From an optimization exercise on the open Yosys and OpenROAD flow, aimed at small area and a short achievable clock period; shortcuts taken in it are not production practice. No run shown here included a check of the RTL's function; only the layout flow was run. The clock port is modelled as an ideal driver; clocking choices that lean on that would not hold on a real chip. Power and IR drop assume default switching activity.

==> flow/design.v (outline; a module is shown in full before it is edited, if it fits) <==
// module pe_mac: 1407 lines
// module pe_fa: 4 lines
// module pe_ha: 4 lines
module pe_mac #(
  parameter int WA       = 16,
  parameter int WB       = 16,
  parameter int ACCW     = 40,
  parameter int MULT_LAT = 1,
  parameter int ADD_LAT  = 0
) (
  input  logic                    clk,
  input  logic                    rst_n,
  input  logic                    in_valid,
  output logic                    in_ready,
  input  logic signed [WA-1:0]    a_in,
  input  logic signed [WB-1:0]    b_in,
  input  logic signed [ACCW-1:0]  psum_in,
  output logic                    out_valid,
  input  logic                    out_ready,
  output logic signed [WA-1:0]    a_out,
  output logic signed [WB-1:0]    b_out,
  output logic signed [ACCW-1:0]  psum_out
);
  // ...
==> flow/flow/run.sh <==
#!/bin/bash
# Own flow: the standard layout (standard.sh, unchanged synthesis) with
#  - the port buffers made of the smallest buffer cell (buf_1), and
#  - useful skew for the internal M registers (flow/skew.tcl, run as the
#    PRE_CTS_TCL hook: it wraps clock_tree_synthesis and delays the clock of
#    Ms/Mc, which have no path from an input or to an output).
set -euo pipefail
here=$(pwd)
export BUFFER_PORTS_ARGS="-buffer_cell sky130_fd_sc_hd__buf_1"
export PRE_CTS_TCL="$here/flow/skew.tcl"

export SKEW_CELLS="clkdlybuf4s25_1 clkbuf_4"
export CTS_ARGS="-sink_clustering_enable -repair_clock_nets -buf_list sky130_fd_sc_hd__clkbuf_8 -dont_use_dummy_load -sink_clustering_size 30 -sink_clustering_max_diameter 80"
bash standard.sh > standard.log 2>&1
==> flow/flow/skew.tcl <==
# Useful skew for the register-to-register paths A,B -> M -> S: the clock of
# the M registers (Ms, Mc), whose D and Q pins connect only to other
# registers through logic, is delayed by a chain of clock buffers after CTS,
# so the multiply stage borrows time from the accumulate stage.
rename clock_tree_synthesis my_cts_orig
proc clock_tree_synthesis {args} {
  my_cts_orig {*}$args
  # buffer cells of the delay chain, from the tree's leaf net to the registers
  set cells [expr {[info exists ::env(SKEW_CELLS)] ? $::env(SKEW_CELLS) : "clkbuf_2 clkbuf_4"}]
  set groups [dict create]
  foreach inst [get_cells -quiet {Ms[* Mc[*}] {
    set pin [get_pins -of_objects $inst -filter "name==CLK"]
    set net [get_nets -of_objects $pin]
    dict lappend groups [get_full_name $net] [list $pin [sta::sta_to_db_inst $inst]]
  }
  set block [ord::get_db_block]
  set k 0
  dict for {netname items} $groups {
    set xs 0; set ys 0; set pins {}
    foreach it $items {
      lappend pins [lindex $it 0]
      set bb [[lindex $it 1] getBBox]
      set xs [expr {$xs + (([$bb xMin] + [$bb xMax]) / 2)}]; set ys [expr {$ys + (([$bb yMin] + [$bb yMax]) / 2)}]
    }
    set n [llength $pins]
    set dbu [$block getDbUnitsPerMicron]
    set loc [list [expr {$xs / $n / double($dbu)}] [expr {$ys / $n / double($dbu)}]]
    set cur $netname
    # a stronger last buffer for a large group keeps the clock pin slew low
    set big [expr {[info exists ::env(SKEW_BIG)] ? $::env(SKEW_BIG) : 6}]
    set chain $cells
    if {$n > $big} { set chain [lreplace $chain end end clkbuf_8] }
    set s 0
    foreach cell $chain {
      insert_buffer -buffer_cell sky130_fd_sc_hd__$cell -net $cur -load_pins $pins -location $loc \
        -buffer_name skewbuf_${k}_$s -net_name skewnet_${k}_$s
      incr s
      set cur [get_full_name [get_nets -of_objects [lindex $pins 0]]]
    }
    puts "skew: $n M register clock pins of $netname behind $chain"
    incr k
  }
}
==> flow/standard.sh <==
#!/bin/bash
# synth_recipe.tcl (not shown) runs the flow's synth.tcl, then flattens the netlist and writes it again
# the make line also repeats each setting of config.mk as NAME=value (left out here)
make -C /OpenROAD-flow-scripts/flow DESIGN_CONFIG=/design/flow/config.mk WORK_HOME=/design/flow/orfs CLKGATE_MAP_FILE= SYNTH_SCRIPT=/design/flow/synth_recipe.tcl "${@:-finish}"
==> flow/config.mk <==
export PLATFORM = sky130hd
export DESIGN_NAME = pe_mac
export DESIGN_NICKNAME = pe_mac
export VERILOG_FILES = /design/flow/design.v
export SDC_FILE = /design/flow/constraint.sdc
export NUM_CORES = 4
export LEC_CHECK = 0
export ABC_AREA = 1
export CAP_MARGIN = 20
export CORE_MARGIN = 2
export CORE_UTILIZATION = 55
export CTS_BUF_LIST = sky130_fd_sc_hd__clkbuf_8
export SETUP_SLACK_MARGIN = 3.1
export SLEW_MARGIN = 20
export SYNTH_HIERARCHICAL = 1
export SYNTH_MINIMUM_KEEP_SIZE = 0
export TNS_END_PERCENT = 20
==> flow/constraint.sdc <==
create_clock -name core_clock -period 6.0 [get_ports {clk}]
set_input_delay 1.2000 -clock core_clock [delete_from_list [all_inputs] [get_ports {clk}]]
set_output_delay 1.2000 -clock core_clock [all_outputs]
set_load 0.01 [all_outputs]
==> results.json, run 1 <==
{
  "status": "no timing/DRC/antenna violations",
  "cp.depth": 11,
  "timing.final.crit_share": 0.486,
  "clockPowerShare": 0.237,
  "synth.area.top_cells": "dfxtp_1 (30%), fa_1 (21%), xnor2_1 (9.5%)",
  "preCtsSetupSlack_ns": 2.32,
  "critical_path.endpoint_type": "flop",
  "antenna_cells_inserted": 0,
  "seq_pwr_share": 0.367,
  "holdPathEnd": "Ms[0]",
  "timing.max_cap.violations": 0,
  "fp.coreArea_um2": 21200,
  "length_of_routed_met3_wiring_mm": 1.89,
  "crit_required_ns": 6.33,
  "worst_skew_pair.late_latency_ns": 0.87,
  "r2r.worst_path.cells": 11,
  "critical_path_launch_point": "Ms[24]",
  "placement.cell_area_um2": 12700,
  "routed_wire_length_per_instance_um": 17.8,
  "maxClockFrequency_mhz": 343,
  "fin_nets": 1719,
  "ant_nets": 0,
  "overflow_left_after_global_routing": 0,
  "netlist-cell-type-count": 41,
  "first_global_vias": 9198,
  "post_layout_nonfiller_instances": 1726,
  "die_x_um": 151
}
==> run 2: changes to the inputs <==
--- a/flow/design.v
+++ b/flow/design.v
@@ -15,31 +15,79 @@
   output logic                    out_valid,
   input  logic                    out_ready,
   output logic signed [WA-1:0]    a_out,
   output logic signed [WB-1:0]    b_out,
   output logic signed [ACCW-1:0]  psum_out
 );
   logic        acc;
   logic [15:0] A, B;
-  logic [39:0] P;           
+  logic [39:0] P;
   logic [39:0] S;
   logic [3:0]  V;
   logic [39:0] psum_off;
   assign in_ready = out_ready;
   assign acc      = in_valid & out_ready;
   assign psum_off = {psum_in[39:32], ~psum_in[31], psum_in[30:0]};
-  logic ld, hold;
-  assign ld   = rst_n & acc;
-  assign hold = rst_n & ~acc;
+  logic [7:0] BN, BO, BT, bn_in, bo_in, bt_in;
+  assign bn_in[0] = b_in[1];
+  assign bo_in[0] = b_in[0] ^ 1'b0;
+  assign bt_in[0] = (b_in[1] & ~b_in[0] & ~1'b0) | (~b_in[1] & b_in[0] & 1'b0);
+  assign bn_in[1] = b_in[3];
+  assign bo_in[1] = b_in[2] ^ b_in[1];
+  assign bt_in[1] = (b_in[3] & ~b_in[2] & ~b_in[1]) | (~b_in[3] & b_in[2] & b_in[1]);
+  assign bn_in[2] = b_in[5];
+  assign bo_in[2] = b_in[4] ^ b_in[3];
+  assign bt_in[2] = (b_in[5] & ~b_in[4] & ~b_in[3]) | (~b_in[5] & b_in[4] & b_in[3]);
+  assign bn_in[3] = b_in[7];
+  assign bo_in[3] = b_in[6] ^ b_in[5];
+  assign bt_in[3] = (b_in[7] & ~b_in[6] & ~b_in[5]) | (~b_in[7] & b_in[6] & b_in[5]);
+  assign bn_in[4] = b_in[9];
+  assign bo_in[4] = b_in[8] ^ b_in[7];
+  assign bt_in[4] = (b_in[9] & ~b_in[8] & ~b_in[7]) | (~b_in[9] & b_in[8] & b_in[7]);
+  assign bn_in[5] = b_in[11];
+  assign bo_in[5] = b_in[10] ^ b_in[9];
+  assign bt_in[5] = (b_in[11] & ~b_in[10] & ~b_in[9]) | (~b_in[11] & b_in[10] & b_in[9]);
+  assign bn_in[6] = b_in[13];
+  assign bo_in[6] = b_in[12] ^ b_in[11];
+  assign bt_in[6] = (b_in[13] & ~b_in[12] & ~b_in[11]) | (~b_in[13] & b_in[12] & b_in[11]);
+  assign bn_in[7] = b_in[15];
+  assign bo_in[7] = b_in[14] ^ b_in[13];
+  assign bt_in[7] = (b_in[15] & ~b_in[14] & ~b_in[13]) | (~b_in[15] & b_in[14] & b_in[13]);
   always_ff @(posedge clk) begin
-    A <= (a_in & {16{ld}}) | (A & {16{hold}});
-    B <= (b_in & {16{ld}}) | (B & {16{hold}});
-    P <= (psum_off & {40{ld}}) | (P & {40{hold}}) | (40'h0080000000 & {40{~rst_n}});
+    if (!rst_n) begin
+      A  <= '0;
+      BN <= '0;
+      BO <= '0;
+      BT <= '0;
+      P  <= 40'h0080000000;
+    end else if (acc) begin
+      A  <= a_in;
+      BN <= bn_in;
+      BO <= bo_in;
+      BT <= bt_in;
+      P  <= psum_off;
+    end
   end
+  assign B[1] = BN[0];
+  assign B[0] = BO[0];
+  assign B[3] = BN[1];
+  assign B[2] = BO[1] ^ BN[0];
+  assign B[5] = BN[2];
+  assign B[4] = BO[2] ^ BN[1];
+  assign B[7] = BN[3];
+  assign B[6] = BO[3] ^ BN[2];
+  assign B[9] = BN[4];
+  assign B[8] = BO[4] ^ BN[3];
+  assign B[11] = BN[5];
+  assign B[10] = BO[5] ^ BN[4];
+  assign B[13] = BN[6];
+  assign B[12] = BO[6] ^ BN[5];
+  assign B[15] = BN[7];
+  assign B[14] = BO[7] ^ BN[6];
   logic bo0;
   logic bt0;
   logic bn0;
   logic ax0_0;
   logic ax0_1;
   logic ax0_2;
   logic ax0_3;
   logic ax0_4;
@@ -552,36 +600,36 @@
   logic fs109;
   logic fc109;
   logic fs110;
   logic fc110;
   logic fs111;
   logic fc111;
   logic hs112;
   logic hc112;
-  assign bo0 = B[0] ^ 1'b0;
-  assign bt0 = (B[1] & ~B[0] & ~1'b0) | (~B[1] & B[0] & 1'b0);
-  assign bn0 = B[1] & ~(B[0] & 1'b0);
-  assign ax0_0 = A[0] ^ B[1];
-  assign ax0_1 = A[1] ^ B[1];
-  assign ax0_2 = A[2] ^ B[1];
-  assign ax0_3 = A[3] ^ B[1];
-  assign ax0_4 = A[4] ^ B[1];
-  assign ax0_5 = A[5] ^ B[1];
-  assign ax0_6 = A[6] ^ B[1];
-  assign ax0_7 = A[7] ^ B[1];
-  assign ax0_8 = A[8] ^ B[1];
-  assign ax0_9 = A[9] ^ B[1];
-  assign ax0_10 = A[10] ^ B[1];
-  assign ax0_11 = A[11] ^ B[1];
-  assign ax0_12 = A[12] ^ B[1];
-  assign ax0_13 = A[13] ^ B[1];
-  assign ax0_14 = A[14] ^ B[1];
-  assign ax0_15 = A[15] ^ B[1];
-  assign pp0_0 = (bo0 & ax0_0) | (bt0 & B[1]);
+  assign bo0 = BO[0];
+  assign bt0 = BT[0];
+  assign bn0 = BN[0] & (bo0 | bt0);
+  assign ax0_0 = A[0] ^ BN[0];
+  assign ax0_1 = A[1] ^ BN[0];
+  assign ax0_2 = A[2] ^ BN[0];
+  assign ax0_3 = A[3] ^ BN[0];
+  assign ax0_4 = A[4] ^ BN[0];
+  assign ax0_5 = A[5] ^ BN[0];
+  assign ax0_6 = A[6] ^ BN[0];
+  assign ax0_7 = A[7] ^ BN[0];
+  assign ax0_8 = A[8] ^ BN[0];
+  assign ax0_9 = A[9] ^ BN[0];
+  assign ax0_10 = A[10] ^ BN[0];
+  assign ax0_11 = A[11] ^ BN[0];
+  assign ax0_12 = A[12] ^ BN[0];
+  assign ax0_13 = A[13] ^ BN[0];
+  assign ax0_14 = A[14] ^ BN[0];
+  assign ax0_15 = A[15] ^ BN[0];
+  assign pp0_0 = (bo0 & ax0_0) | (bt0 & BN[0]);
   assign pp0_1 = (bo0 & ax0_1) | (bt0 & ax0_0);
   assign pp0_2 = (bo0 & ax0_2) | (bt0 & ax0_1);
   assign pp0_3 = (bo0 & ax0_3) | (bt0 & ax0_2);
   assign pp0_4 = (bo0 & ax0_4) | (bt0 & ax0_3);
   assign pp0_5 = (bo0 & ax0_5) | (bt0 & ax0_4);
   assign pp0_6 = (bo0 & ax0_6) | (bt0 & ax0_5);
   assign pp0_7 = (bo0 & ax0_7) | (bt0 & ax0_6);
   assign pp0_8 = (bo0 & ax0_8) | (bt0 & ax0_7);
@@ -589,36 +637,36 @@
   assign pp0_10 = (bo0 & ax0_10) | (bt0 & ax0_9);
   assign pp0_11 = (bo0 & ax0_11) | (bt0 & ax0_10);
   assign pp0_12 = (bo0 & ax0_12) | (bt0 & ax0_11);
   assign pp0_13 = (bo0 & ax0_13) | (bt0 & ax0_12);
   assign pp0_14 = (bo0 & ax0_14) | (bt0 & ax0_13);
   assign pp0_15 = (bo0 & ax0_15) | (bt0 & ax0_14);
   assign pp0_16 = (bo0 & ax0_15) | (bt0 & ax0_15);
   assign ns0 = ~pp0_16;
-  assign bo1 = B[2] ^ B[1];
-  assign bt1 = (B[3] & ~B[2] & ~B[1]) | (~B[3] & B[2] & B[1]);
-  assign bn1 = B[3] & ~(B[2] & B[1]);
-  assign ax1_0 = A[0] ^ B[3];
-  assign ax1_1 = A[1] ^ B[3];
-  assign ax1_2 = A[2] ^ B[3];
-  assign ax1_3 = A[3] ^ B[3];
-  assign ax1_4 = A[4] ^ B[3];
-  assign ax1_5 = A[5] ^ B[3];
-  assign ax1_6 = A[6] ^ B[3];
-  assign ax1_7 = A[7] ^ B[3];
-  assign ax1_8 = A[8] ^ B[3];
-  assign ax1_9 = A[9] ^ B[3];
-  assign ax1_10 = A[10] ^ B[3];
-  assign ax1_11 = A[11] ^ B[3];
-  assign ax1_12 = A[12] ^ B[3];
-  assign ax1_13 = A[13] ^ B[3];
-  assign ax1_14 = A[14] ^ B[3];
-  assign ax1_15 = A[15] ^ B[3];
-  assign pp1_0 = (bo1 & ax1_0) | (bt1 & B[3]);
+  assign bo1 = BO[1];
+  assign bt1 = BT[1];
+  assign bn1 = BN[1] & (bo1 | bt1);
+  assign ax1_0 = A[0] ^ BN[1];
+  assign ax1_1 = A[1] ^ BN[1];
+  assign ax1_2 = A[2] ^ BN[1];
+  assign ax1_3 = A[3] ^ BN[1];
+  assign ax1_4 = A[4] ^ BN[1];
+  assign ax1_5 = A[5] ^ BN[1];
+  assign ax1_6 = A[6] ^ BN[1];
+  assign ax1_7 = A[7] ^ BN[1];
+  assign ax1_8 = A[8] ^ BN[1];
+  assign ax1_9 = A[9] ^ BN[1];
+  assign ax1_10 = A[10] ^ BN[1];
+  assign ax1_11 = A[11] ^ BN[1];
+  assign ax1_12 = A[12] ^ BN[1];
+  assign ax1_13 = A[13] ^ BN[1];
+  assign ax1_14 = A[14] ^ BN[1];
+  assign ax1_15 = A[15] ^ BN[1];
+  assign pp1_0 = (bo1 & ax1_0) | (bt1 & BN[1]);
   assign pp1_1 = (bo1 & ax1_1) | (bt1 & ax1_0);
   assign pp1_2 = (bo1 & ax1_2) | (bt1 & ax1_1);
   assign pp1_3 = (bo1 & ax1_3) | (bt1 & ax1_2);
   assign pp1_4 = (bo1 & ax1_4) | (bt1 & ax1_3);
   assign pp1_5 = (bo1 & ax1_5) | (bt1 & ax1_4);
   assign pp1_6 = (bo1 & ax1_6) | (bt1 & ax1_5);
   assign pp1_7 = (bo1 & ax1_7) | (bt1 & ax1_6);
   assign pp1_8 = (bo1 & ax1_8) | (bt1 & ax1_7);
@@ -626,36 +674,36 @@
   assign pp1_10 = (bo1 & ax1_10) | (bt1 & ax1_9);
   assign pp1_11 = (bo1 & ax1_11) | (bt1 & ax1_10);
   assign pp1_12 = (bo1 & ax1_12) | (bt1 & ax1_11);
   assign pp1_13 = (bo1 & ax1_13) | (bt1 & ax1_12);
   assign pp1_14 = (bo1 & ax1_14) | (bt1 & ax1_13);
   assign pp1_15 = (bo1 & ax1_15) | (bt1 & ax1_14);
   assign pp1_16 = (bo1 & ax1_15) | (bt1 & ax1_15);
   assign ns1 = ~pp1_16;
-  assign bo2 = B[4] ^ B[3];
-  assign bt2 = (B[5] & ~B[4] & ~B[3]) | (~B[5] & B[4] & B[3]);
-  assign bn2 = B[5] & ~(B[4] & B[3]);
-  assign ax2_0 = A[0] ^ B[5];
-  assign ax2_1 = A[1] ^ B[5];
-  assign ax2_2 = A[2] ^ B[5];
-  assign ax2_3 = A[3] ^ B[5];
-  assign ax2_4 = A[4] ^ B[5];
-  assign ax2_5 = A[5] ^ B[5];
-  assign ax2_6 = A[6] ^ B[5];
-  assign ax2_7 = A[7] ^ B[5];
-  assign ax2_8 = A[8] ^ B[5];
-  assign ax2_9 = A[9] ^ B[5];
-  assign ax2_10 = A[10] ^ B[5];
-  assign ax2_11 = A[11] ^ B[5];
-  assign ax2_12 = A[12] ^ B[5];
-  assign ax2_13 = A[13] ^ B[5];
-  assign ax2_14 = A[14] ^ B[5];
-  assign ax2_15 = A[15] ^ B[5];
-  assign pp2_0 = (bo2 & ax2_0) | (bt2 & B[5]);
+  assign bo2 = BO[2];
+  assign bt2 = BT[2];
+  assign bn2 = BN[2] & (bo2 | bt2);
+  assign ax2_0 = A[0] ^ BN[2];
+  assign ax2_1 = A[1] ^ BN[2];
+  assign ax2_2 = A[2] ^ BN[2];
+  assign ax2_3 = A[3] ^ BN[2];
+  assign ax2_4 = A[4] ^ BN[2];
+  assign ax2_5 = A[5] ^ BN[2];
+  assign ax2_6 = A[6] ^ BN[2];
+  assign ax2_7 = A[7] ^ BN[2];
+  assign ax2_8 = A[8] ^ BN[2];
+  assign ax2_9 = A[9] ^ BN[2];
+  assign ax2_10 = A[10] ^ BN[2];
+  assign ax2_11 = A[11] ^ BN[2];
+  assign ax2_12 = A[12] ^ BN[2];
+  assign ax2_13 = A[13] ^ BN[2];
+  assign ax2_14 = A[14] ^ BN[2];
+  assign ax2_15 = A[15] ^ BN[2];
+  assign pp2_0 = (bo2 & ax2_0) | (bt2 & BN[2]);
   assign pp2_1 = (bo2 & ax2_1) | (bt2 & ax2_0);
   assign pp2_2 = (bo2 & ax2_2) | (bt2 & ax2_1);
   assign pp2_3 = (bo2 & ax2_3) | (bt2 & ax2_2);
   assign pp2_4 = (bo2 & ax2_4) | (bt2 & ax2_3);
   assign pp2_5 = (bo2 & ax2_5) | (bt2 & ax2_4);
   assign pp2_6 = (bo2 & ax2_6) | (bt2 & ax2_5);
   assign pp2_7 = (bo2 & ax2_7) | (bt2 & ax2_6);
   assign pp2_8 = (bo2 & ax2_8) | (bt2 & ax2_7);
@@ -663,36 +711,36 @@
   assign pp2_10 = (bo2 & ax2_10) | (bt2 & ax2_9);
   assign pp2_11 = (bo2 & ax2_11) | (bt2 & ax2_10);
   assign pp2_12 = (bo2 & ax2_12) | (bt2 & ax2_11);
   assign pp2_13 = (bo2 & ax2_13) | (bt2 & ax2_12);
   assign pp2_14 = (bo2 & ax2_14) | (bt2 & ax2_13);
   assign pp2_15 = (bo2 & ax2_15) | (bt2 & ax2_14);
   assign pp2_16 = (bo2 & ax2_15) | (bt2 & ax2_15);
   assign ns2 = ~pp2_16;
-  assign bo3 = B[6] ^ B[5];
-  assign bt3 = (B[7] & ~B[6] & ~B[5]) | (~B[7] & B[6] & B[5]);
-  assign bn3 = B[7] & ~(B[6] & B[5]);
-  assign ax3_0 = A[0] ^ B[7];
-  assign ax3_1 = A[1] ^ B[7];
-  assign ax3_2 = A[2] ^ B[7];
-  assign ax3_3 = A[3] ^ B[7];
-  assign ax3_4 = A[4] ^ B[7];
-  assign ax3_5 = A[5] ^ B[7];
-  assign ax3_6 = A[6] ^ B[7];
-  assign ax3_7 = A[7] ^ B[7];
-  assign ax3_8 = A[8] ^ B[7];
-  assign ax3_9 = A[9] ^ B[7];
-  assign ax3_10 = A[10] ^ B[7];
-  assign ax3_11 = A[11] ^ B[7];
-  assign ax3_12 = A[12] ^ B[7];
-  assign ax3_13 = A[13] ^ B[7];
-  assign ax3_14 = A[14] ^ B[7];
-  assign ax3_15 = A[15] ^ B[7];
-  assign pp3_0 = (bo3 & ax3_0) | (bt3 & B[7]);
+  assign bo3 = BO[3];
+  assign bt3 = BT[3];
+  assign bn3 = BN[3] & (bo3 | bt3);
+  assign ax3_0 = A[0] ^ BN[3];
+  assign ax3_1 = A[1] ^ BN[3];
+  assign ax3_2 = A[2] ^ BN[3];
+  assign ax3_3 = A[3] ^ BN[3];
+  assign ax3_4 = A[4] ^ BN[3];
+  assign ax3_5 = A[5] ^ BN[3];
+  assign ax3_6 = A[6] ^ BN[3];
+  assign ax3_7 = A[7] ^ BN[3];
+  assign ax3_8 = A[8] ^ BN[3];
+  assign ax3_9 = A[9] ^ BN[3];
+  assign ax3_10 = A[10] ^ BN[3];
+  assign ax3_11 = A[11] ^ BN[3];
+  assign ax3_12 = A[12] ^ BN[3];
+  assign ax3_13 = A[13] ^ BN[3];
+  assign ax3_14 = A[14] ^ BN[3];
+  assign ax3_15 = A[15] ^ BN[3];
+  assign pp3_0 = (bo3 & ax3_0) | (bt3 & BN[3]);
   assign pp3_1 = (bo3 & ax3_1) | (bt3 & ax3_0);
   assign pp3_2 = (bo3 & ax3_2) | (bt3 & ax3_1);
   assign pp3_3 = (bo3 & ax3_3) | (bt3 & ax3_2);
   assign pp3_4 = (bo3 & ax3_4) | (bt3 & ax3_3);
   assign pp3_5 = (bo3 & ax3_5) | (bt3 & ax3_4);
   assign pp3_6 = (bo3 & ax3_6) | (bt3 & ax3_5);
   assign pp3_7 = (bo3 & ax3_7) | (bt3 & ax3_6);
   assign pp3_8 = (bo3 & ax3_8) | (bt3 & ax3_7);
@@ -700,36 +748,36 @@
   assign pp3_10 = (bo3 & ax3_10) | (bt3 & ax3_9);
   assign pp3_11 = (bo3 & ax3_11) | (bt3 & ax3_10);
   assign pp3_12 = (bo3 & ax3_12) | (bt3 & ax3_11);
   assign pp3_13 = (bo3 & ax3_13) | (bt3 & ax3_12);
   assign pp3_14 = (bo3 & ax3_14) | (bt3 & ax3_13);
   assign pp3_15 = (bo3 & ax3_15) | (bt3 & ax3_14);
   assign pp3_16 = (bo3 & ax3_15) | (bt3 & ax3_15);
   assign ns3 = ~pp3_16;
-  assign bo4 = B[8] ^ B[7];
-  assign bt4 = (B[9] & ~B[8] & ~B[7]) | (~B[9] & B[8] & B[7]);
-  assign bn4 = B[9] & ~(B[8] & B[7]);
-  assign ax4_0 = A[0] ^ B[9];
-  assign ax4_1 = A[1] ^ B[9];
-  assign ax4_2 = A[2] ^ B[9];
-  assign ax4_3 = A[3] ^ B[9];
-  assign ax4_4 = A[4] ^ B[9];
-  assign ax4_5 = A[5] ^ B[9];
-  assign ax4_6 = A[6] ^ B[9];
-  assign ax4_7 = A[7] ^ B[9];
-  assign ax4_8 = A[8] ^ B[9];
-  assign ax4_9 = A[9] ^ B[9];
-  assign ax4_10 = A[10] ^ B[9];
-  assign ax4_11 = A[11] ^ B[9];
-  assign ax4_12 = A[12] ^ B[9];
-  assign ax4_13 = A[13] ^ B[9];
-  assign ax4_14 = A[14] ^ B[9];
-  assign ax4_15 = A[15] ^ B[9];
-  assign pp4_0 = (bo4 & ax4_0) | (bt4 & B[9]);
+  assign bo4 = BO[4];
+  assign bt4 = BT[4];
+  assign bn4 = BN[4] & (bo4 | bt4);
+  assign ax4_0 = A[0] ^ BN[4];
+  assign ax4_1 = A[1] ^ BN[4];
+  assign ax4_2 = A[2] ^ BN[4];
+  assign ax4_3 = A[3] ^ BN[4];
+  assign ax4_4 = A[4] ^ BN[4];
+  assign ax4_5 = A[5] ^ BN[4];
+  assign ax4_6 = A[6] ^ BN[4];
+  assign ax4_7 = A[7] ^ BN[4];
+  assign ax4_8 = A[8] ^ BN[4];
+  assign ax4_9 = A[9] ^ BN[4];
+  assign ax4_10 = A[10] ^ BN[4];
+  assign ax4_11 = A[11] ^ BN[4];
+  assign ax4_12 = A[12] ^ BN[4];
+  assign ax4_13 = A[13] ^ BN[4];
+  assign ax4_14 = A[14] ^ BN[4];
+  assign ax4_15 = A[15] ^ BN[4];
+  assign pp4_0 = (bo4 & ax4_0) | (bt4 & BN[4]);
   assign pp4_1 = (bo4 & ax4_1) | (bt4 & ax4_0);
   assign pp4_2 = (bo4 & ax4_2) | (bt4 & ax4_1);
   assign pp4_3 = (bo4 & ax4_3) | (bt4 & ax4_2);
   assign pp4_4 = (bo4 & ax4_4) | (bt4 & ax4_3);
   assign pp4_5 = (bo4 & ax4_5) | (bt4 & ax4_4);
   assign pp4_6 = (bo4 & ax4_6) | (bt4 & ax4_5);
   assign pp4_7 = (bo4 & ax4_7) | (bt4 & ax4_6);
   assign pp4_8 = (bo4 & ax4_8) | (bt4 & ax4_7);
@@ -737,36 +785,36 @@
   assign pp4_10 = (bo4 & ax4_10) | (bt4 & ax4_9);
   assign pp4_11 = (bo4 & ax4_11) | (bt4 & ax4_10);
   assign pp4_12 = (bo4 & ax4_12) | (bt4 & ax4_11);
   assign pp4_13 = (bo4 & ax4_13) | (bt4 & ax4_12);
   assign pp4_14 = (bo4 & ax4_14) | (bt4 & ax4_13);
   assign pp4_15 = (bo4 & ax4_15) | (bt4 & ax4_14);
   assign pp4_16 = (bo4 & ax4_15) | (bt4 & ax4_15);
   assign ns4 = ~pp4_16;
-  assign bo5 = B[10] ^ B[9];
-  assign bt5 = (B[11] & ~B[10] & ~B[9]) | (~B[11] & B[10] & B[9]);
-  assign bn5 = B[11] & ~(B[10] & B[9]);
-  assign ax5_0 = A[0] ^ B[11];
-  assign ax5_1 = A[1] ^ B[11];
-  assign ax5_2 = A[2] ^ B[11];
-  assign ax5_3 = A[3] ^ B[11];
-  assign ax5_4 = A[4] ^ B[11];
-  assign ax5_5 = A[5] ^ B[11];
-  assign ax5_6 = A[6] ^ B[11];
-  assign ax5_7 = A[7] ^ B[11];
-  assign ax5_8 = A[8] ^ B[11];
-  assign ax5_9 = A[9] ^ B[11];
-  assign ax5_10 = A[10] ^ B[11];
-  assign ax5_11 = A[11] ^ B[11];
-  assign ax5_12 = A[12] ^ B[11];
-  assign ax5_13 = A[13] ^ B[11];
-  assign ax5_14 = A[14] ^ B[11];
-  assign ax5_15 = A[15] ^ B[11];
-  assign pp5_0 = (bo5 & ax5_0) | (bt5 & B[11]);
+  assign bo5 = BO[5];
+  assign bt5 = BT[5];
+  assign bn5 = BN[5] & (bo5 | bt5);
+  assign ax5_0 = A[0] ^ BN[5];
+  assign ax5_1 = A[1] ^ BN[5];
+  assign ax5_2 = A[2] ^ BN[5];
+  assign ax5_3 = A[3] ^ BN[5];
+  assign ax5_4 = A[4] ^ BN[5];
+  assign ax5_5 = A[5] ^ BN[5];
+  assign ax5_6 = A[6] ^ BN[5];
+  assign ax5_7 = A[7] ^ BN[5];
+  assign ax5_8 = A[8] ^ BN[5];
+  assign ax5_9 = A[9] ^ BN[5];
+  assign ax5_10 = A[10] ^ BN[5];
+  assign ax5_11 = A[11] ^ BN[5];
+  assign ax5_12 = A[12] ^ BN[5];
+  assign ax5_13 = A[13] ^ BN[5];
+  assign ax5_14 = A[14] ^ BN[5];
+  assign ax5_15 = A[15] ^ BN[5];
+  assign pp5_0 = (bo5 & ax5_0) | (bt5 & BN[5]);
   assign pp5_1 = (bo5 & ax5_1) | (bt5 & ax5_0);
   assign pp5_2 = (bo5 & ax5_2) | (bt5 & ax5_1);
   assign pp5_3 = (bo5 & ax5_3) | (bt5 & ax5_2);
   assign pp5_4 = (bo5 & ax5_4) | (bt5 & ax5_3);
   assign pp5_5 = (bo5 & ax5_5) | (bt5 & ax5_4);
   assign pp5_6 = (bo5 & ax5_6) | (bt5 & ax5_5);
   assign pp5_7 = (bo5 & ax5_7) | (bt5 & ax5_6);
   assign pp5_8 = (bo5 & ax5_8) | (bt5 & ax5_7);
@@ -774,36 +822,36 @@
   assign pp5_10 = (bo5 & ax5_10) | (bt5 & ax5_9);
   assign pp5_11 = (bo5 & ax5_11) | (bt5 & ax5_10);
   assign pp5_12 = (bo5 & ax5_12) | (bt5 & ax5_11);
   assign pp5_13 = (bo5 & ax5_13) | (bt5 & ax5_12);
   assign pp5_14 = (bo5 & ax5_14) | (bt5 & ax5_13);
   assign pp5_15 = (bo5 & ax5_15) | (bt5 & ax5_14);
   assign pp5_16 = (bo5 & ax5_15) | (bt5 & ax5_15);
   assign ns5 = ~pp5_16;
-  assign bo6 = B[12] ^ B[11];
-  assign bt6 = (B[13] & ~B[12] & ~B[11]) | (~B[13] & B[12] & B[11]);
-  assign bn6 = B[13] & ~(B[12] & B[11]);
-  assign ax6_0 = A[0] ^ B[13];
-  assign ax6_1 = A[1] ^ B[13];
-  assign ax6_2 = A[2] ^ B[13];
-  assign ax6_3 = A[3] ^ B[13];
-  assign ax6_4 = A[4] ^ B[13];
-  assign ax6_5 = A[5] ^ B[13];
-  assign ax6_6 = A[6] ^ B[13];
-  assign ax6_7 = A[7] ^ B[13];
-  assign ax6_8 = A[8] ^ B[13];
-  assign ax6_9 = A[9] ^ B[13];
-  assign ax6_10 = A[10] ^ B[13];
-  assign ax6_11 = A[11] ^ B[13];
-  assign ax6_12 = A[12] ^ B[13];
-  assign ax6_13 = A[13] ^ B[13];
-  assign ax6_14 = A[14] ^ B[13];
-  assign ax6_15 = A[15] ^ B[13];
-  assign pp6_0 = (bo6 & ax6_0) | (bt6 & B[13]);
+  assign bo6 = BO[6];
+  assign bt6 = BT[6];
+  assign bn6 = BN[6] & (bo6 | bt6);
+  assign ax6_0 = A[0] ^ BN[6];
+  assign ax6_1 = A[1] ^ BN[6];
+  assign ax6_2 = A[2] ^ BN[6];
+  assign ax6_3 = A[3] ^ BN[6];
+  assign ax6_4 = A[4] ^ BN[6];
+  assign ax6_5 = A[5] ^ BN[6];
+  assign ax6_6 = A[6] ^ BN[6];
+  assign ax6_7 = A[7] ^ BN[6];
+  assign ax6_8 = A[8] ^ BN[6];
+  assign ax6_9 = A[9] ^ BN[6];
+  assign ax6_10 = A[10] ^ BN[6];
+  assign ax6_11 = A[11] ^ BN[6];
+  assign ax6_12 = A[12] ^ BN[6];
+  assign ax6_13 = A[13] ^ BN[6];
+  assign ax6_14 = A[14] ^ BN[6];
+  assign ax6_15 = A[15] ^ BN[6];
+  assign pp6_0 = (bo6 & ax6_0) | (bt6 & BN[6]);
   assign pp6_1 = (bo6 & ax6_1) | (bt6 & ax6_0);
   assign pp6_2 = (bo6 & ax6_2) | (bt6 & ax6_1);
   assign pp6_3 = (bo6 & ax6_3) | (bt6 & ax6_2);
   assign pp6_4 = (bo6 & ax6_4) | (bt6 & ax6_3);
   assign pp6_5 = (bo6 & ax6_5) | (bt6 & ax6_4);
   assign pp6_6 = (bo6 & ax6_6) | (bt6 & ax6_5);
   assign pp6_7 = (bo6 & ax6_7) | (bt6 & ax6_6);
   assign pp6_8 = (bo6 & ax6_8) | (bt6 & ax6_7);
@@ -811,36 +859,36 @@
   assign pp6_10 = (bo6 & ax6_10) | (bt6 & ax6_9);
   assign pp6_11 = (bo6 & ax6_11) | (bt6 & ax6_10);
   assign pp6_12 = (bo6 & ax6_12) | (bt6 & ax6_11);
   assign pp6_13 = (bo6 & ax6_13) | (bt6 & ax6_12);
   assign pp6_14 = (bo6 & ax6_14) | (bt6 & ax6_13);
   assign pp6_15 = (bo6 & ax6_15) | (bt6 & ax6_14);
   assign pp6_16 = (bo6 & ax6_15) | (bt6 & ax6_15);
   assign ns6 = ~pp6_16;
-  assign bo7 = B[14] ^ B[13];
-  assign bt7 = (B[15] & ~B[14] & ~B[13]) | (~B[15] & B[14] & B[13]);
-  assign bn7 = B[15] & ~(B[14] & B[13]);
-  assign ax7_0 = A[0] ^ B[15];
-  assign ax7_1 = A[1] ^ B[15];
-  assign ax7_2 = A[2] ^ B[15];
-  assign ax7_3 = A[3] ^ B[15];
-  assign ax7_4 = A[4] ^ B[15];
-  assign ax7_5 = A[5] ^ B[15];
-  assign ax7_6 = A[6] ^ B[15];
-  assign ax7_7 = A[7] ^ B[15];
-  assign ax7_8 = A[8] ^ B[15];
-  assign ax7_9 = A[9] ^ B[15];
-  assign ax7_10 = A[10] ^ B[15];
-  assign ax7_11 = A[11] ^ B[15];
-  assign ax7_12 = A[12] ^ B[15];
-  assign ax7_13 = A[13] ^ B[15];
-  assign ax7_14 = A[14] ^ B[15];
-  assign ax7_15 = A[15] ^ B[15];
-  assign pp7_0 = (bo7 & ax7_0) | (bt7 & B[15]);
+  assign bo7 = BO[7];
+  assign bt7 = BT[7];
+  assign bn7 = BN[7] & (bo7 | bt7);
+  assign ax7_0 = A[0] ^ BN[7];
+  assign ax7_1 = A[1] ^ BN[7];
+  assign ax7_2 = A[2] ^ BN[7];
+  assign ax7_3 = A[3] ^ BN[7];
+  assign ax7_4 = A[4] ^ BN[7];
+  assign ax7_5 = A[5] ^ BN[7];
+  assign ax7_6 = A[6] ^ BN[7];
+  assign ax7_7 = A[7] ^ BN[7];
+  assign ax7_8 = A[8] ^ BN[7];
+  assign ax7_9 = A[9] ^ BN[7];
+  assign ax7_10 = A[10] ^ BN[7];
+  assign ax7_11 = A[11] ^ BN[7];
+  assign ax7_12 = A[12] ^ BN[7];
+  assign ax7_13 = A[13] ^ BN[7];
+  assign ax7_14 = A[14] ^ BN[7];
+  assign ax7_15 = A[15] ^ BN[7];
+  assign pp7_0 = (bo7 & ax7_0) | (bt7 & BN[7]);
   assign pp7_1 = (bo7 & ax7_1) | (bt7 & ax7_0);
   assign pp7_2 = (bo7 & ax7_2) | (bt7 & ax7_1);
   assign pp7_3 = (bo7 & ax7_3) | (bt7 & ax7_2);
   assign pp7_4 = (bo7 & ax7_4) | (bt7 & ax7_3);
   assign pp7_5 = (bo7 & ax7_5) | (bt7 & ax7_4);
   assign pp7_6 = (bo7 & ax7_6) | (bt7 & ax7_5);
   assign pp7_7 = (bo7 & ax7_7) | (bt7 & ax7_6);
   assign pp7_8 = (bo7 & ax7_8) | (bt7 & ax7_7);
==> flow/flow/run.sh (replaced) <==
#!/bin/bash
# Own flow: the standard layout (standard.sh, unchanged synthesis) with
#  - the port buffers made of the smallest buffer cell (buf_1), and
#  - useful skew for the internal M registers (flow/skew.tcl, run as the
#    PRE_CTS_TCL hook: it wraps clock_tree_synthesis and delays the clock of
#    Ms/Mc, which have no path from an input or to an output).
set -euo pipefail
here=$(pwd)
export BUFFER_PORTS_ARGS="-buffer_cell sky130_fd_sc_hd__buf_1"
export PRE_CTS_TCL="$here/flow/skew.tcl"

export SKEW_CELLS="clkbuf_2 clkbuf_4"
export CTS_ARGS="-sink_clustering_enable -repair_clock_nets -buf_list sky130_fd_sc_hd__clkbuf_8 -dont_use_dummy_load"
bash standard.sh > standard.log 2>&1
--- a/flow/config.mk
+++ b/flow/config.mk
@@ -5,13 +5,13 @@
 export SDC_FILE = /design/flow/constraint.sdc
 export NUM_CORES = 4
 export LEC_CHECK = 0
 export ABC_AREA = 1
 export CAP_MARGIN = 20
 export CORE_MARGIN = 2
 export CORE_UTILIZATION = 55
 export CTS_BUF_LIST = sky130_fd_sc_hd__clkbuf_8
-export SETUP_SLACK_MARGIN = 3.1
+export SETUP_SLACK_MARGIN = 3.2
 export SLEW_MARGIN = 20
 export SYNTH_HIERARCHICAL = 1
 export SYNTH_MINIMUM_KEEP_SIZE = 0
 export TNS_END_PERCENT = 20
==> run 2 against run 1 <==
Compared with the run above: first-iteration DRC count is 19% higher; largest power group unchanged; register-to-register slack better by 0.12 ns; wire length is 0.31% lower; highest routed layer unchanged; worst hold slack better by 0.15 ns; area after synthesis is 3.2% higher; sequential share of layout area is 0.52 points higher; flip-flop and latch count is 8 higher; critical endpoint is now Ms[19]; maximum frequency is 4.4% higher; sequential power is 8% higher; via count is 3.1% higher; cell area is 2.8% higher; combinational power is 12% higher.
==> results.json, run 2 <==
{
  "n_fill_cell": 1969,
  "gp_routability_congestion": 0.897,
  "total_die_area_um2": 23600,
  "post-dp-hpwl_mm": 22.4,
  "ant_nets": 0,
  "synth_seq_area_share": 0.303,
  "routed_wire_length_per_instance_um": 17.1,
  "yosys_register_bits": 186,
  "dr.first_iter.drc_count": 624,
  "async_reset_ff_frac": 0,
  "die_x_um": 154,
  "antenna_cells_inserted": 0,
  "final_period_minus_worst_setup_slack_ns": 2.80,
  "grt_max_degree": 74,
  "layout_stage_area_growth_over_the_synthesis_result_pct": 14.0,
  "die_y_um": 154,
  "cts.reportedPaths.clkPinSlew_ns": 0.10,
  "share_of_post_route_cells_with_drive_strength_above_1": 0.138,
  "critical_path_class": "flop to flop",
  "worst_slew_margin_rel": 0.416,
  "fp.coreArea_um2": 21900,
  "biggest_regs": "P x40, S x40, Ms x31",
  "critical_path.endpoint_type": "flop",
  "p_per_area_nw_per_um2": 303,
  "cts_inserted_buffers": 17,
  "groute.usage.overall": 0.259,
  "drc": 0,
  "cp_max_fo": 9,
  "start_util": 0.562,
  "whs_ns": 0.393,
  "synth_ff_type": "dfxtp_1",
  "portBuffers": 149,
  "crit_required_ns": 6.50,
  "cts_hold_repair.buffers": 0,
  "hp-class": "flop to flop",
  "final_hold_viol_count": 0,
  "fin_nets": 1773,
  "maxClockFrequency_mhz": 358,
  "status": "no timing/DRC/antenna violations",
  "vias_per_cell": 5.46,
  "final_core_util": 0.641,
  "floorplan.io_pins": 150,
  "synth_area_um2": 12300,
  "worst_slack_ns": 3.20,
  "layout.cells.most_common_list": "nor2_1 (172), dfxtp_1 (158), buf_1 (149)",
  "ir_drop_mv": 0.137,
  "timing.final.crit_share": 0.466,
  "first_global_vias": 9327,
  "netlist_instances": 1359,
  "cts_tree": "built",
  "worstPathArrival_ns": 3.30,
  "timing_max_transition_violations_final": 0,
  "placementRows": 54,
  "postSynthAreaPerCell_um2": 9.05,
  "setup_tns_ns": 0,
  "synthesis.yosys.warnings": 7,
  "synth_fp_nets": 1618,
  "worstMarginPinSlew_ns": 0.875,
  "number_of_antenna_violations_at_the_first_check_in_global_routing": 0,
  "preCtsSetupSlack_ns": 2.60,
  "leakagePower_nw": 5.85,
  "finalSetupViolations": 0,
  "timing.max_cap.violations": 0,
  "post-synth-top-count-cell": "dfxtp_1",
  "clk_sinks": 186,
  "synthDominantCellAreaShare": 0.303,
  "rsz_0062_raised_after_global_routing": "yes",
  "netlist-cell-type-count": 43,
  "synth.area.top_cells": "dfxtp_1 (30%), fa_1 (20%), xnor2_1 (8.8%)",
  "grt_first_pass_wirelength_mm": 48.2,
  "overflow_left_after_global_routing": 0,
  "critical_path.startpoint_type": "flop",
  "mostFrequentLayoutCell": "nor2_1",
  "clock-skew-final_ns": 0.260,
  "synth_common_cells": "dfxtp_1 (186), nor2_1 (173), fa_1 (124)",
  "synth-edff-count": 0,
  "postRouteWirelength_mm": 30.7,
  "synth_top_cell_by_area": "dfxtp_1",
  "worst_skew_pair.late_latency_ns": 0.69,
  "first_pass_drt_iterations": 7,
  "num_vias": 9776
}
-- run 2: cell types whose count changed after synthesis, moves of 7 or more --
cell,previous run,this run
clkinv_1,1,9
buf_2,36,24
o21ai_0,35,83
xor2_1,5,17
dfxtp_1,178,186
nand2_1,221,111
ha_1,66,59
nor2_1,66,173
clkbuf_1,31,51
inv_1,101,108
o22ai_1,114,122
nand3_1,91,23
a21oi_1,44,64
o221ai_1,0,8
-- run 2: area by class of cell, clock buffers not listed --
cell class              count  area (um2)  area share
flip-flops and latches    186        3780       0.270
multi-input cells         975        8090       0.577
well taps                 280         350      0.0250
repair buffers            192         912      0.0650
inverters                 120         490      0.0350
-- run 2: logic make-up (layout without fill, tap and decap cells) --
| group | count (synthesis) | in the layout | share of synthesized area |
|---|---|---|---|
| simple gates | 351 | 351 | 0.127 |
| compound gates | 301 | 301 | 0.145 |
| buf+inv | 198 | 351 | 0.0643 |
| flops | 186 | 186 | 0.303 |
| fa+ha+maj | 183 | 183 | 0.262 |
| xor+xnor | 140 | 140 | 0.0997 |
-- run 2: critical path: stages, from the launching register on --
cell        delay, ns
dfxtp_1          0.45
clkinvlp_4       0.23
o22ai_1          0.31
fa_1             0.51
fa_1             0.41
fa_1             0.52
fa_1             0.40
-- run 2: Yosys stat by module (local to each module, per instance) --
module	flops+latches	times used	cell area [um2]	cells inside
pe_mac	186	1	10300	1252
pe_fa	0	89	20.0	1
pe_ha	0	18	12.5	1
-- run 2: repair_timing --
item | 4_1_cts | 5_1_grt
pin swaps | 6 | 24
setup buffers | 10 | 26
setup endpoints to repair | 39 | 27
resized for setup | 54 | 48
-- run 2: layer usage --
| metal | vias up | track usage | wire (um) |
|---|---|---|---|
| met5 | - | 0 | 0 |
| met4 | 0 | 0.0821 | 616 |
| met3 | 35 | 0.0423 | 1830 |
| met2 | 321 | 0.383 | 13100 |
| met1 | 4634 | 0.390 | 15100 |
| li1 | 4786 | - | - |
-- run 2: power by group --
part           switching [mW]  internal (mW)
Sequential              0.161           1.43
Clock                   0.449          0.409
Combinational            1.02          0.782
-- run 2: through the flow --
| stage | instance area [um2] | std cells | total power, mW |
|---|---|---|---|
| floorplan | 12400 | 1359 | 2.83 |
| global placement | 12900 | 1717 | 3.19 |
| detailed placement | 12900 | 1717 | 3.21 |
| CTS | 13600 | 1766 | 4.14 |
| global route | 14000 | 1792 | 4.59 |
| finish | 14000 | 1792 | 4.26 |
-- run 2: worst paths after layout --
check,from,to,slack [ns],depth (start not counted)
max,BO[7],Ms[19],3.20,6
min reg2reg,BT[7],Ms[30],0.39,1
max reg2reg,BO[7],Ms[19],3.20,6
min,BT[7],Ms[30],0.39,1
==> run 3: changes to the inputs <==
--- a/flow/flow/run.sh
+++ b/flow/flow/run.sh
@@ -10,5 +10,5 @@
 export PRE_CTS_TCL="$here/flow/skew.tcl"
 
-export SKEW_CELLS="clkbuf_2 clkbuf_4"
+export SKEW_CELLS="clkdlybuf4s25_1 clkbuf_4"
 export CTS_ARGS="-sink_clustering_enable -repair_clock_nets -buf_list sky130_fd_sc_hd__clkbuf_8 -dont_use_dummy_load"
 bash standard.sh > standard.log 2>&1
==> run 3 against run 2 <==
Compared with the run above: wire length decreased by 0.65%; largest cell class unchanged; worst hold slack worse by 0.16 ns; clock skew up 0.17 ns; clock power up 5.8%; sequential power about the same.
==> results.json, run 3 <==
{
  "cp_max_fo": 4,
  "final_area_um2": 13900,
  "synth.area.top_cells": "dfxtp_1 (30%), fa_1 (20%), xnor2_1 (8.8%)",
  "critical-path-slowest-cell": "fa_1",
  "crit_path_cell_trace": "fa_1 -> ha_4 -> nand2_2 -> nand2_2 -> a21oi_4 -> nand2_4 -> nand2_4 -> nand2_8 -> nand2_8 -> nand2_8 -> fa_2 -> inv_1 -> nor2_1",
  "share_of_post_route_cells_with_drive_strength_above_1": 0.110,
  "yosys-mux-area-fraction": 0,
  "postRouteWirelength_mm": 30.5,
  "totalPowerFinal_mw": 4.33,
  "setup_tns_ns": 0,
  "synth_top_cell_by_area": "dfxtp_1",
  "ir_drop_mv": 0.143,
  "layout_stage_area_growth_over_the_synthesis_result_pct": 12.9,
  "p_sw_frac": 0.381,
  "critical_path.startpoint_type": "flop",
  "synth_seq_area_share": 0.303,
  "netlist_instances": 1359,
  "postSynthAreaPerCell_um2": 9.05,
  "final_hold_viol_count": 0,
  "cp_common_cell": "nand2_8",
  "placement.cell_area_um2": 12900,
  "p_per_area_nw_per_um2": 311,
  "cp.depth": 13,
  "maxClockFrequency_mhz": 340,
  "async_reset_ff_frac": 0,
  "portBuffers": 149,
  "first_pass_drt_iterations": 7,
  "synth_area_um2": 12300,
  "grt_max_degree": 74,
  "preCtsSetupSlack_ns": 2.60,
  "worstPathArrival_ns": 3.31,
  "total_die_area_um2": 23600,
  "critical_path.endpoint_type": "flop",
  "finalSetupViolations": 0,
  "critical_path.endpoint": "S[32]",
  "synth_common_cells": "dfxtp_1 (186), nor2_1 (173), fa_1 (124)",
  "num_vias": 9697,
  "pwr-share-comb": 0.422,
  "status": "no timing/DRC/antenna violations",
  "start_util": 0.562,
  "worst_slew_margin_rel": 0.387,
  "fin_nets": 1751,
  "fp.coreArea_um2": 21900,
  "path_buf_inv": 1,
  "power.switching_mw": 1.65,
  "groute.usage.overall": 0.261,
  "r2r.worst_path.cells": 13,
  "rr_endpoint": "S[32]",
  "cts_tree": "built",
  "critical-path-top-delay-family": "adder cells",
  "die_y_um": 154,
  "clockPowerShare": 0.210,
  "critical_path_launch_point": "Mc[5]",
  "timing.reg2reg.setup_slack_ns": 3.06,
  "post-synth-top-count-cell": "dfxtp_1",
  "synth_ff_type": "dfxtp_1",
  "biggest_regs": "P x40, S x40, Ms x31",
  "worst_skew_pair.late_latency_ns": 0.85,
  "yosys_register_bits": 186,
  "seq_pwr_share": 0.368,
  "hp-class": "flop to flop",
  "number_of_antenna_violations_at_the_first_check_in_global_routing": 0,
  "mostFrequentLayoutCell": "nor2_1",
  "final_period_minus_worst_setup_slack_ns": 2.94,
  "drc": 0,
  "crit_required_ns": 6.37,
  "worstMarginPinSlew_ns": 0.918,
  "cts_inserted_buffers": 17,
  "critPathMaxStageDelay_ns": 0.55,
  "post-dp-hpwl_mm": 22.4,
  "synth_fp_nets": 1618,
  "synth_simple_gate_area_frac": 0.127,
  "synthDominantCellAreaShare": 0.303,
  "gp_routability_congestion": 0.897,
  "share_of_the_synthesized_area_in_compound_gates_ao_oa_aoi_oai": 0.145,
  "die_x_um": 154,
  "n_fill_cell": 1987,
  "critical_path_class": "flop to flop",
  "dr.first_iter.drc_count": 521,
  "rsz_0062_raised_after_global_routing": "yes",
  "synthesis.yosys.warnings": 7,
  "leakagePower_nw": 5.77,
  "vias_per_cell": 5.48,
  "cts.reportedPaths.clkPinSlew_ns": 0.10,
  "layout.cells.most_common_list": "nor2_1 (171), dfxtp_1 (166), buf_1 (148)",
  "placementRows": 54,
  "floorplan.io_pins": 150,
  "routed_wire_length_per_instance_um": 17.2,
  "first_global_vias": 9370,
  "synth_top_family_by_area": "adder cells",
  "synth-edff-count": 0,
  "reg2reg_from": "Mc[5]",
  "timing.max_cap.violations": 0,
  "grt_first_pass_wirelength_mm": 48.5,
  "yosys.area_share.adder": 0.262,
  "p_int_mw": 2.68,
  "antenna_cells_inserted": 0,
  "timing_max_transition_violations_final": 0,
  "clk_sinks": 186,
  "ant_nets": 0,
  "worst_slack_ns": 3.06,
  "netlist-cell-type-count": 43,
  "timing.final.crit_share": 0.490,
  "clock-skew-final_ns": 0.428,
  "overflow_left_after_global_routing": 0,
  "synth_xor_xnor_area_share": 0.0997
}
==> run 3: cell types whose count changed in the layout (fill, tap and decap cells not counted), sizes merged <==
cell / before / now
inv: 104 / 111
clkdlybuf4s25: 0 / 11
clkbuf: 40 / 29
buf: 191 / 169
clkinv: 8 / 1
==> run 3: worst min path at each step <==
stage          start      to  depth (start not counted)
2_1_floorplan   V[0]    V[1]                          2
3_3_place_gp    V[2]    V[3]                          2
3_5_place_dp    V[2]    V[3]                          2
4_1_cts        BT[7]  Ms[30]                          1
5_1_grt        BO[7]  Mc[30]                          2
6_report       BT[7]  Ms[30]                          1
==> run 3: cell type report, clock buffers not listed <==
class	instances	area, um2	share of cell area
Tap cell	280	350	0.0252
Timing Repair Buffer	170	732	0.0527
Multi-Input combinational cell	975	8120	0.585
Sequential cell	186	3750	0.270
Inverter	120	482	0.0347
==> run 3: metal layers <==
| layer | global-route usage | share of wire | up-vias |
|---|---|---|---|
| li1 | - | - | 4736 |
| met1 | 0.390 | 0.49 | 4566 |
| met2 | 0.391 | 0.43 | 357 |
| met3 | 0.0414 | 0.066 | 38 |
| met4 | 0.0799 | 0.022 | 0 |
| met5 | 0 | 0 | - |
==> run 3: power by group through the flow <==
stage | clock, mW | combinational, mW | sequential [mW]
6_report | 0.908 | 1.82 | 1.59
5_1_grt | 0.988 | 2.05 | 1.62
4_1_cts | 0.936 | 1.71 | 1.59
3_5_place_dp | 0 | 1.59 | 1.62
3_3_place_gp | 0 | 1.57 | 1.62
2_1_floorplan | 0 | 1.25 | 1.58
==> run 3: cell families (layout without fill, tap and decap cells) <==
family | after synthesis | in the layout
buffers and inverters | 198 | 329
XOR/XNOR | 140 | 140
AO/OA/AOI/OAI | 301 | 301
AND/OR/NAND/NOR | 351 | 351
adder cells (fa/ha/maj) | 183 | 183
flip-flops | 186 | 186
==> run 3: stage by stage <==
step / utilization / cells / hold slack (ns)
detailed placement: 0.591 / 1717 / 0.403
floorplan: - / 1359 / 0.390
CTS: 0.622 / 1760 / 0.172
finish: 0.634 / 1770 / 0.236
global placement: 0.591 / 1717 / 0.398
global route: 0.634 / 1770 / 0.253
==> run 3: Yosys stat by module, one instance, submodules excluded <==
module | times used | flops+latches | area [um2] | cells inside
pe_ha | 18 | 0 | 12.5 | 1
pe_mac | 1 | 186 | 10300 | 1252
pe_fa | 89 | 0 | 20.0 | 1
==> run 3: worst register-to-register path, stage by stage, from the launching register on <==
cell and delay, ns:
dfxtp_2 0.33, fa_1 0.55, ha_4 0.23, nand2_2 0.06
nand2_2 0.08, a21oi_4 0.17, nand2_4 0.10, nand2_4 0.10
nand2_8 0.07, nand2_8 0.09, nand2_8 0.06, fa_2 0.52
inv_1 0.04, nor2_1 0.07
==> run 3: timing repair <==
| item | 4_1_cts | 5_1_grt |
|---|---|---|
| pin swaps | 10 | 22 |
| resized for setup | 30 | 51 |
| hold buffers | 0 | 0 |
| buffers inserted | 4 | 10 |
| endpoints found under the setup margin | 37 | 61 |
| gates cloned | 0 | 0 |
==> run 4: changes to the inputs <==
--- a/flow/flow/run.sh
+++ b/flow/flow/run.sh
@@ -10,5 +10,5 @@
 export PRE_CTS_TCL="$here/flow/skew.tcl"
 
-export SKEW_CELLS="clkdlybuf4s25_1 clkbuf_4"
+export SKEW_CELLS="clkbuf_2 clkbuf_4"
 export CTS_ARGS="-sink_clustering_enable -repair_clock_nets -buf_list sky130_fd_sc_hd__clkbuf_8 -dont_use_dummy_load"
 bash standard.sh > standard.log 2>&1
--- a/flow/config.mk
+++ b/flow/config.mk
@@ -11,5 +11,5 @@
 export CORE_UTILIZATION = 55
 export CTS_BUF_LIST = sky130_fd_sc_hd__clkbuf_8
-export SETUP_SLACK_MARGIN = 3.2
+export SETUP_SLACK_MARGIN = 3.3
 export SLEW_MARGIN = 20
 export SYNTH_HIERARCHICAL = 1
==> run 4 against run 3 <==
Compared with the run above: cell area rose by 3.9%; via count grew 1.5%; first-iteration DRC count rose by 17%; combinational power rose by 8%; critical path type unchanged.
==> results.json, run 4 <==
{
  "post_layout_nonfiller_instances": 1808,
  "netlist_instances": 1359,
  "biggest_regs": "P x40, S x40, Ms x31",
  "synth-edff-count": 0,
  "worstMarginPinSlew_ns": 0.790,
  "maxClockFrequency_mhz": 355,
  "final_hold_viol_count": 0,
  "rr_endpoint": "S[32]",
  "grt_max_degree": 71,
  "clk_sinks": 186,
  "cts.reportedPaths.clkPinSlew_ns": 0.10,
  "finalSetupViolations": 0,
  "cts_tree": "built",
  "synth_top_cell_by_area": "dfxtp_1",
  "hp-class": "flop to flop",
  "critical_path.startpoint_type": "flop",
  "layout_stage_area_growth_over_the_synthesis_result_pct": 17.2,
  "synth_fp_nets": 1618,
  "die_y_um": 154,
  "totalPowerFinal_mw": 4.38,
  "worstPathArrival_ns": 3.13,
  "setup_tns_ns": 0,
  "timing.max_cap.violations": 0,
  "status": "no timing/DRC/antenna violations",
  "async_reset_ff_frac": 0,
  "dr.first_iter.drc_count": 611,
  "gp_routability_congestion": 0.889,
  "post-place-cells": 1715,
  "worst_skew_pair.late_latency_ns": 0.70,
  "synth.area.top_cells": "dfxtp_1 (30%), fa_1 (20%), xnor2_1 (8.8%)",
  "groute.usage.overall": 0.268,
  "overflow_left_after_global_routing": 0,
  "total_die_area_um2": 23600,
  "synthesis.yosys.warnings": 7,
  "number_of_cells_on_the_worst_hold_path": 1,
  "critical_path.endpoint_type": "flop",
  "netlist-cell-type-count": 43,
  "floorplan.io_pins": 150,
  "clock-skew-final_ns": 0.269,
  "r2r.worst_path.cells": 13,
  "timing.final.crit_share": 0.469,
  "number_of_antenna_violations_at_the_first_check_in_global_routing": 0,
  "timing_max_transition_violations_final": 0,
  "synth_ff_type": "dfxtp_1",
  "holdPathEnd": "Ms[30]",
  "share_of_post_route_cells_with_drive_strength_above_1": 0.178,
  "p_per_area_nw_per_um2": 303,
  "cts_inserted_buffers": 17,
  "fin_nets": 1789,
  "antenna_cells_inserted": 0,
  "synth_common_cells": "dfxtp_1 (186), nor2_1 (173), fa_1 (124)",
  "critical_path_class": "flop to flop",
  "ant_nets": 0,
  "mostFrequentLayoutCell": "nor2_1",
  "die_x_um": 154,
  "placementRows": 54,
  "timing.reg2reg.setup_slack_ns": 3.19,
  "cp_max_fo": 4,
  "crit_required_ns": 6.32,
  "leakagePower_nw": 5.98,
  "start_util": 0.562,
  "fp.coreArea_um2": 21900,
  "synthDominantCellAreaShare": 0.303,
  "layout.cells.most_common_list": "nor2_1 (171), dfxtp_1 (149), buf_1 (148)",
  "first_global_vias": 9416,
  "reg2reg_from": "Mc[11]",
  "portBuffers": 149,
  "synth_seq_area_share": 0.303,
  "n_fill_cell": 1885,
  "final_core_util": 0.659,
  "drc": 0,
  "yosys_register_bits": 186,
  "routed_wire_length_per_instance_um": 17.4,
  "vias_per_cell": 5.44,
  "ir_drop_mv": 0.150,
  "grt_first_pass_wirelength_mm": 49.8,
  "timing.hold.worst.start": "BT[7]",
  "synth_area_um2": 12300,
  "rsz_0062_raised_after_global_routing": "yes",
  "postRouteWirelength_mm": 31.4,
  "postSynthAreaPerCell_um2": 9.05,
  "worst_slew_margin_rel": 0.473,
  "first_pass_drt_iterations": 6,
  "final_period_minus_worst_setup_slack_ns": 2.81,
  "whs_ns": 0.343,
  "post-synth-top-count-cell": "dfxtp_1",
  "num_vias": 9840,
  "post-dp-hpwl_mm": 22.8
}
==> run 4: report_power, final <==
part / total, mW / internal (mW) / switching, mW
sequential: 1.59 / 1.43 / 0.153
combinational: 1.96 / 0.860 / 1.10
clock: 0.835 / 0.397 / 0.438
total: 4.38 / 2.69 / 1.69
==> run 4: stage by stage <==
step / worst slack [ns] / area, um2
6_report: 3.19 / 14400
5_1_grt: 3.09 / 14400
4_1_cts: 3.16 / 13800
3_5_place_dp: 2.60 / 13000
3_3_place_gp: 2.66 / 13000
2_1_floorplan: 3.21 / 12500
==> run 4: cell families (layout without fill, tap and decap cells) <==
family	count (synthesis)	in the layout	synth area share
AO/OA/AOI/OAI	301	301	0.145
XOR/XNOR	140	140	0.0997
adder cells (fa/ha/maj)	183	183	0.262
buffers and inverters	198	366	0.0643
flip-flops	186	186	0.303
AND/OR/NAND/NOR	351	352	0.127
==> run 4: Yosys stat by module (local to each module, per instance) <==
module | area, um2 | cells | times used | flip-flops and latches
pe_fa | 20.0 | 1 | 89 | 0
pe_ha | 12.5 | 1 | 18 | 0
pe_mac | 10300 | 1252 | 1 | 186
==> run 4: final cells by class, clock buffers not listed <==
cell class / count / area (um2) / area share
inverters: 120 / 502 / 0.0348
flip-flops and latches: 186 / 3820 / 0.265
repair buffers: 209 / 1060 / 0.0737
well taps: 280 / 350 / 0.0243
multi-input cells: 976 / 8310 / 0.576
==> run 4: metal layers <==
metal | part of all wire | track usage
met1 | 0.48 | 0.401
met2 | 0.43 | 0.406
met3 | 0.069 | 0.0505
met4 | 0.016 | 0.0642
met5 | 0 | 0
==> run 4: worst max-delay path: stages (launching register included) <==
cell and delay, ns:
dfxtp_2 0.33, fa_1 0.51, ha_4 0.32, nand2_2 0.06, inv_2 0.09, nand2_4 0.07, nor3_4 0.21, nand2_4 0.09
nand2_8 0.09, nand2_8 0.06, nand2_8 0.07, fa_2 0.43, inv_2 0.06, nor2_2 0.03
==> run 4: worst max path at each step <==
stage / to / from
3_5_place_dp: S[36] / rst_n
3_3_place_gp: S[36] / rst_n
2_1_floorplan: Ms[19] / BN[7]
4_1_cts: S[17] / Mc[9]
5_1_grt: S[32] / Mc[11]
6_report: S[32] / Mc[11]
==> run 4: repair_timing <==
| item | CTS | global route |
|---|---|---|
| gates resized for setup | 80 | 83 |
| hold buffers | 0 | 0 |
| endpoints found under the setup margin | 37 | 83 |
| buffers inserted | 21 | 33 |
| cloned | 1 | 1 |
| pin swaps | 19 | 30 |
==> run 5: changes to the inputs <==
--- a/flow/config.mk
+++ b/flow/config.mk
@@ -15,3 +15,3 @@
 export SYNTH_HIERARCHICAL = 1
 export SYNTH_MINIMUM_KEEP_SIZE = 0
-export TNS_END_PERCENT = 20
+export TNS_END_PERCENT = 5
==> run 5 against run 4 <==
Compared with the run above: still clean on timing, DRC and antenna; flip-flop and latch count did not move; sequential share of layout area grew 0.26 points; power fell by 1.0%; maximum frequency down 1.5%; clock power is 3.7% higher; clock skew increased by 0.013 ns; cell area shrank 1.5%; wire length up 0.49%; die area stayed put; first-iteration DRC count grew 17%; register-to-register slack lost 0.04 ns; via count grew 0.79%; critical path type unchanged.
==> results.json, run 5 <==
{
  "status": "no timing/DRC/antenna violations",
  "share_of_post_route_cells_with_drive_strength_above_1": 0.153,
  "timing.final.crit_share": 0.476,
  "routed_wire_length_per_instance_um": 17.4,
  "antenna_cells_inserted": 0,
  "placementRows": 54,
  "timing.max_cap.violations": 0,
  "post-synth-top-count-cell": "dfxtp_1",
  "number_of_antenna_violations_at_the_first_check_in_global_routing": 0,
  "mostFrequentLayoutCell": "nor2_1",
  "synth_area_um2": 12300,
  "crit_required_ns": 6.32,
  "ant_nets": 0,
  "total_die_area_um2": 23600,
  "share_of_the_synthesized_area_in_compound_gates_ao_oa_aoi_oai": 0.145,
  "fp.coreArea_um2": 21900,
  "yosys_register_bits": 186,
  "drc": 0,
  "leakagePower_nw": 5.93,
  "netlist-cell-type-count": 43,
  "num_vias": 9918,
  "ir_drop_mv": 0.128,
  "synth_xor_xnor_area_share": 0.0997,
  "cts.reportedPaths.clkPinSlew_ns": 0.09,
  "worstPathArrival_ns": 3.18,
  "critical_path_class": "flop to flop",
  "timing_max_transition_violations_final": 0,
  "async_reset_ff_frac": 0,
  "crit_path_cell_trace": "fa_1 -> ha_4 -> nand2_1 -> nor2_1 -> nand3_4 -> nand2_4 -> nand2_4 -> nand2_8 -> nand2_8 -> nand2_8 -> fa_2 -> inv_1 -> nor2_1",
  "final_hold_viol_count": 0,
  "post-dp-hpwl_mm": 22.8,
  "synthDominantCellAreaShare": 0.303,
  "worst_slack_ns": 3.14,
  "p_per_area_nw_per_um2": 305,
  "cts_tree": "built",
  "grt_first_pass_wirelength_mm": 48.8,
  "critical_path.endpoint_type": "flop",
  "die_y_um": 154,
  "worst_slew_margin_rel": 0.517,
  "first_global_vias": 9404,
  "layout_stage_area_growth_over_the_synthesis_result_pct": 15.5,
  "finalSetupViolations": 0,
  "clock-skew-final_ns": 0.282,
  "clk_sinks": 186,
  "grt_max_degree": 71,
  "synth_ff_type": "dfxtp_1",
  "synth-edff-count": 0,
  "n_fill_cell": 1905,
  "cp_common_cell": "nand2_8",
  "overflow_left_after_global_routing": 0,
  "critical-path-slowest-cell": "fa_1",
  "biggest_regs": "P x40, S x40, Ms x31",
  "die_x_um": 154,
  "start_util": 0.562,
  "yosys-mux-area-fraction": 0,
  "rsz_0062_raised_after_global_routing": "yes",
  "synthesis.yosys.warnings": 7,
  "synth_common_cells": "dfxtp_1 (186), nor2_1 (173), fa_1 (124)",
  "dr.first_iter.drc_count": 713,
  "preCtsSetupSlack_ns": 2.64,
  "cp_max_fo": 6,
  "portBuffers": 149,
  "synth_top_cell_by_area": "dfxtp_1",
  "critical_path.startpoint_type": "flop",
  "cts_hold_repair.buffers": 0,
  "fin_nets": 1794,
  "maxClockFrequency_mhz": 350,
  "cts_inserted_buffers": 17,
  "groute.usage.overall": 0.262,
  "layout.cells.most_common_list": "nor2_1 (173), dfxtp_1 (156), buf_1 (148)",
  "yosys.area_share.adder": 0.262,
  "vias_per_cell": 5.47,
  "postSynthAreaPerCell_um2": 9.05,
  "synth_top_family_by_area": "adder cells",
  "synth.area.top_cells": "dfxtp_1 (30%), fa_1 (20%), xnor2_1 (8.8%)",
  "postRouteWirelength_mm": 31.6,
  "synth_fp_nets": 1618,
  "hp-class": "flop to flop",
  "gp_routability_congestion": 0.900,
  "setup_tns_ns": 0,
  "synth_seq_area_share": 0.303,
  "netlist_instances": 1359,
  "worstMarginPinSlew_ns": 0.717,
  "synth_simple_gate_area_frac": 0.127,
  "final_period_minus_worst_setup_slack_ns": 2.86,
  "critPathMaxStageDelay_ns": 0.49,
  "floorplan.io_pins": 150,
  "first_pass_drt_iterations": 5,
  "worst_skew_pair.late_latency_ns": 0.69
}
[run 5: stage by stage]
stage / utilization / std cells / power (mW) / hold WS [ns] / instance area (um2)
2_1_floorplan: - / 1359 / 2.84 / 0.390 / 12500
3_3_place_gp: 0.592 / 1716 / 3.20 / 0.395 / 13000
3_5_place_dp: 0.592 / 1716 / 3.23 / 0.400 / 13000
4_1_cts: 0.617 / 1758 / 4.17 / 0.367 / 13500
5_1_grt: 0.649 / 1813 / 4.68 / 0.352 / 14200
6_report: 0.649 / 1813 / 4.33 / 0.364 / 14200
[run 5: cell families (layout without fill, tap and decap cells)]
| kind of cell | count (synthesis) | count (layout) |
|---|---|---|
| AOI/OAI and AO/OA | 301 | 301 |
| buffers and inverters | 198 | 371 |
| adders and majority gates | 183 | 183 |
| DFF | 186 | 186 |
| xor gates and xnor gates | 140 | 140 |
| and+or+nand+nor | 351 | 352 |
[run 5: final timing paths]
path / startpoint / slack (ns) / cells past startpoint / end
worst max register to register: Mc[5] / 3.14 / 13 / S[32]
worst max-delay path: Mc[5] / 3.14 / 13 / S[32]
worst min register to register: BT[7] / 0.36 / 1 / Ms[30]
worst min-delay path: BT[7] / 0.36 / 1 / Ms[30]
[run 5: timing repair]
item | CTS | global route
endpoints found under the setup margin | 39 | 63
resized for setup | 32 | 70
gates cloned | 1 | 1
setup buffers | 2 | 54
pin swaps | 6 | 25
[run 5: worst max-delay path, delay by kind of cell, from the launching register on]
family                     cells  cell delay (ns)
adders and majority gates      3             1.23
buffers and inverters          1             0.06
DFF                            1             0.33
and+or+nand+nor                9             0.86
[run 5: modules after synthesis, one instance, submodules excluded]
module	copies in the design	area, um2
pe_fa	89	20.0
pe_ha	18	12.5
pe_mac	1	10300
[run 5: where the power goes]
group / total [mW] / internal, mW / switching, mW
registers: 1.59 / 1.43 / 0.158
logic: 1.88 / 0.823 / 1.05
clock network: 0.866 / 0.410 / 0.456
total: 4.33 / 2.67 / 1.67
[run 5: routing by layer]
layer,wire [um],vias up,part of all wire,GRT usage
met5,0,-,0,0
met4,694,0,0.022,0.0725
met3,2160,54,0.068,0.0476
met2,13300,386,0.42,0.386
met1,15500,4645,0.49,0.397
li1,-,4833,-,-
[run 5: area by class of cell, clock buffers not listed]
cell class / instances / area, um2 / area share
sequential: 186 / 3800 / 0.267
timing repair buffer: 211 / 1040 / 0.0730
inverter: 120 / 503 / 0.0354
timing repair inverter: 1 / 5.00 / 0.000352
multi-input combinational: 976 / 8120 / 0.571
tap: 280 / 350 / 0.0247

Re-timed with assumed drivers on the ports (clkbuf_16 on the clock, buf_2 on other inputs), run 5 has 3.143 ns of setup slack against 3.143 ns with ideal ports, and 2.810 ns once port delays also move by the mid clock arrival of 0.601 ns. Its clock arrivals span 0.450 to 0.751 ns, so the last figure is rough.
